Context: an optimization exercise on an open-source flow, tuned for small area. The choices shown serve that exercise and are no tape-out recipe.
In this exercise RTL edits were held to simulation tests only and were not proved equivalent to the original.
Power and IR drop assume default switching activity.

==> flow/design.v (excerpt) <==
module SPI_4Slaves #(parameter mode=2'b11,bits_size=10)(
    input clk,reset_n,
    input [bits_size-1:0] master_data_in,
    input [bits_size-1:0] slave_data_in1,
    input [bits_size-1:0] slave_data_in2,
    input [bits_size-1:0] slave_data_in3,
    input [bits_size-1:0] slave_data_in4,
    output [bits_size-1:0] master_data_out,
    output [bits_size-1:0] slave_data_out1,
    output [bits_size-1:0] slave_data_out2,
    output [bits_size-1:0] slave_data_out3,
    output [bits_size-1:0] slave_data_out4,
    input tx_start,
    output master_tx_done,
    output master_rx_done,
    output slave_tx_done1,
    output slave_rx_done1,
    output slave_tx_done2,
    output slave_rx_done2,
    output slave_tx_done3,
    output slave_rx_done3,
    output slave_tx_done4,
    output slave_rx_done4
    );
Size: roughly 61 flip-flops, about 3000 um2 of cells after synthesis.
clock: 5.0 ns
lec_check: 0
cap_margin: 20
core_margin: 2
core_utilization: 40
place_density: 0.6
slew_margin: 20
standard.sh (not shown) runs the stock make flow with config.mk's settings and CLKGATE_MAP_FILE= SYNTH_SCRIPT=/design/flow/synth_recipe.tcl, a recipe that flattens the netlist after the stock synthesis.
==> flow/flow/run.sh <==
#!/bin/bash
# The standard layout (standard.sh, standard synthesis included), with two
# changes: the port buffers are the smallest buffer (buf_1), and clock tree
# synthesis adds no dummy loads. make's full output goes to standard.log here;
# each ORFS step also keeps its own log under orfs/logs/.
set -euo pipefail
export BUFFER_PORTS_ARGS="-buffer_cell sky130_fd_sc_hd__buf_1"
export CTS_ARGS="-sink_clustering_enable -repair_clock_nets -dont_use_dummy_load -buf_list sky130_fd_sc_hd__clkbuf_4"
bash standard.sh finish > standard.log 2>&1
Then changed:
--- a/flow/flow/run.sh
+++ b/flow/flow/run.sh
@@ -6,4 +6,4 @@
 set -euo pipefail
 export BUFFER_PORTS_ARGS="-buffer_cell sky130_fd_sc_hd__buf_1"
-export CTS_ARGS="-sink_clustering_enable -repair_clock_nets -dont_use_dummy_load -buf_list sky130_fd_sc_hd__clkbuf_4"
+export CTS_ARGS="-sink_clustering_enable -repair_clock_nets -dont_use_dummy_load ${CTS_EXTRA:-}"
 bash standard.sh finish > standard.log 2>&1
After rerunning:
- worst setup slack improved by 0.064 ns
- total power came out higher by a few percent
- die area stays the same
- utilization came out higher by 0.78 points

* * *

Another version of the RTL of SPI_4Slaves (not shown whole).
For scale: roughly 230 cells after synthesis, ~110 I/O pins, about 2800 um2 of cells after synthesis.
==> flow/design.v (excerpt) <==
module SPI_4Slaves #(parameter mode=2'b11,bits_size=10)(
    input clk,reset_n,
    input [bits_size-1:0] master_data_in,
    input [bits_size-1:0] slave_data_in1,
    input [bits_size-1:0] slave_data_in2,
    input [bits_size-1:0] slave_data_in3,
    input [bits_size-1:0] slave_data_in4,
    output [bits_size-1:0] master_data_out,
    output [bits_size-1:0] slave_data_out1,
    output [bits_size-1:0] slave_data_out2,
    output [bits_size-1:0] slave_data_out3,
    output [bits_size-1:0] slave_data_out4,
    input tx_start,
    output master_tx_done,
    output master_rx_done,
    output slave_tx_done1,
    output slave_rx_done1,
    output slave_tx_done2,
    output slave_rx_done2,
    output slave_tx_done3,
    output slave_rx_done3,
    output slave_tx_done4,
    output slave_rx_done4
    );
    reg       busy;       
    reg [7:0] x;
    reg [1:0] sel;        
    reg       wrapped;    
    reg [9:0] Mn, S1n, S2n, S3n, S4n;
    wire start = ~busy & tx_start;
    wire first = busy & (x == 8'h60);
  ...
==> flow/config.mk <==
export PLATFORM = sky130hd
export DESIGN_NAME = SPI_4Slaves
export DESIGN_NICKNAME = SPI_4Slaves
export VERILOG_FILES = /design/flow/design.v
export SDC_FILE = /design/flow/constraint.sdc
export NUM_CORES = 4
export LEC_CHECK = 0
export CAP_MARGIN = 20
export CORE_MARGIN = 2
export CORE_UTILIZATION = 40
export PLACE_DENSITY = 0.6
export SLEW_MARGIN = 20
==> flow/constraint.sdc <==
create_clock -name core_clock -period 5.0 [get_ports {clk}]
set_input_delay 1.0000 -clock core_clock [delete_from_list [all_inputs] [get_ports {clk}]]
set_output_delay 1.0000 -clock core_clock [all_outputs]
set_load 0.01 [all_outputs]
==> flow/flow/run.sh <==
#!/bin/bash
# The standard layout (standard.sh), with three changes:
#  - synthesis maps the logic with an area-oriented ABC script (abc_area.script
#    here, in place of ORFS's abc_speed.script; the rest of the synthesis, and
#    so every register, is the standard one);
#  - the port buffers are the smallest buffer (buf_1);
#  - clock tree synthesis uses clkbuf_4 and adds no dummy loads.
# make's full output goes to standard.log here; each ORFS step also keeps its
# own log under orfs/logs/.
set -euo pipefail
rm -rf scripts_own
cp -r "$FLOW_HOME/scripts" scripts_own
cp flow/abc_area.script scripts_own/abc_speed.script
export SCRIPTS_DIR="$PWD/scripts_own"
export BUFFER_PORTS_ARGS="-buffer_cell sky130_fd_sc_hd__buf_1"
export CTS_ARGS="-repair_clock_nets -dont_use_dummy_load -buf_list sky130_fd_sc_hd__clkbuf_8"
bash standard.sh finish > standard.log 2>&1
==> flow/flow/abc_area.script <==
strash
&get -n
&st
&syn2
&dch -f
&nf -R 1000 -a
&put
Rerun with:
--- a/flow/flow/run.sh
+++ b/flow/flow/run.sh
@@ -14,4 +14,4 @@
 export SCRIPTS_DIR="$PWD/scripts_own"
 export BUFFER_PORTS_ARGS="-buffer_cell sky130_fd_sc_hd__buf_1"
-export CTS_ARGS="-repair_clock_nets -dont_use_dummy_load -buf_list sky130_fd_sc_hd__clkbuf_8"
+export CTS_ARGS="-sink_clustering_enable -repair_clock_nets -dont_use_dummy_load -buf_list sky130_fd_sc_hd__clkbuf_4"
 bash standard.sh finish > standard.log 2>&1
Result: First-iteration DRC count shrinks by about 1%; area after synthesis stays the same; sequential power stays flat; final area shrinks by 1.7%; via count shrinks by 0.64%; die area does not change.

## afterwards: timing with drivers on the ports
The results above use ideal ports. As a check the final layouts listed here were re-extracted and re-timed, cells and wires unchanged. Step 1 (the two cells are an assumption about what drives the block):
set clk [get_ports {clk}]
set_driving_cell -lib_cell sky130_fd_sc_hd__clkbuf_16 $clk
set_driving_cell -lib_cell sky130_fd_sc_hd__buf_2 [delete_from_list [all_inputs] $clk]
Step 2 moves the port delays by t, midway between the first and last clock arrival at a register: inputs arrive t later, outputs are due t later. That takes back most of the time a late clock gives input paths. Slacks: ideal / step 1 / step 2; pairs: ideal / step 1.
run	t (ns)	setup slack, ns	worst data-port slew with drivers (ns)
the first run of note 1	0.416	1.539 / 1.510 / 1.926	0.05
the second run of note 1	0.351	1.603 / 1.572 / 1.923	0.05
the first run of note 2	0.351	1.525 / 1.494 / 1.845	0.05
the second run of note 2	0.415	1.450 / 1.422 / 1.837	0.05
After both steps every run listed still meets setup and hold.
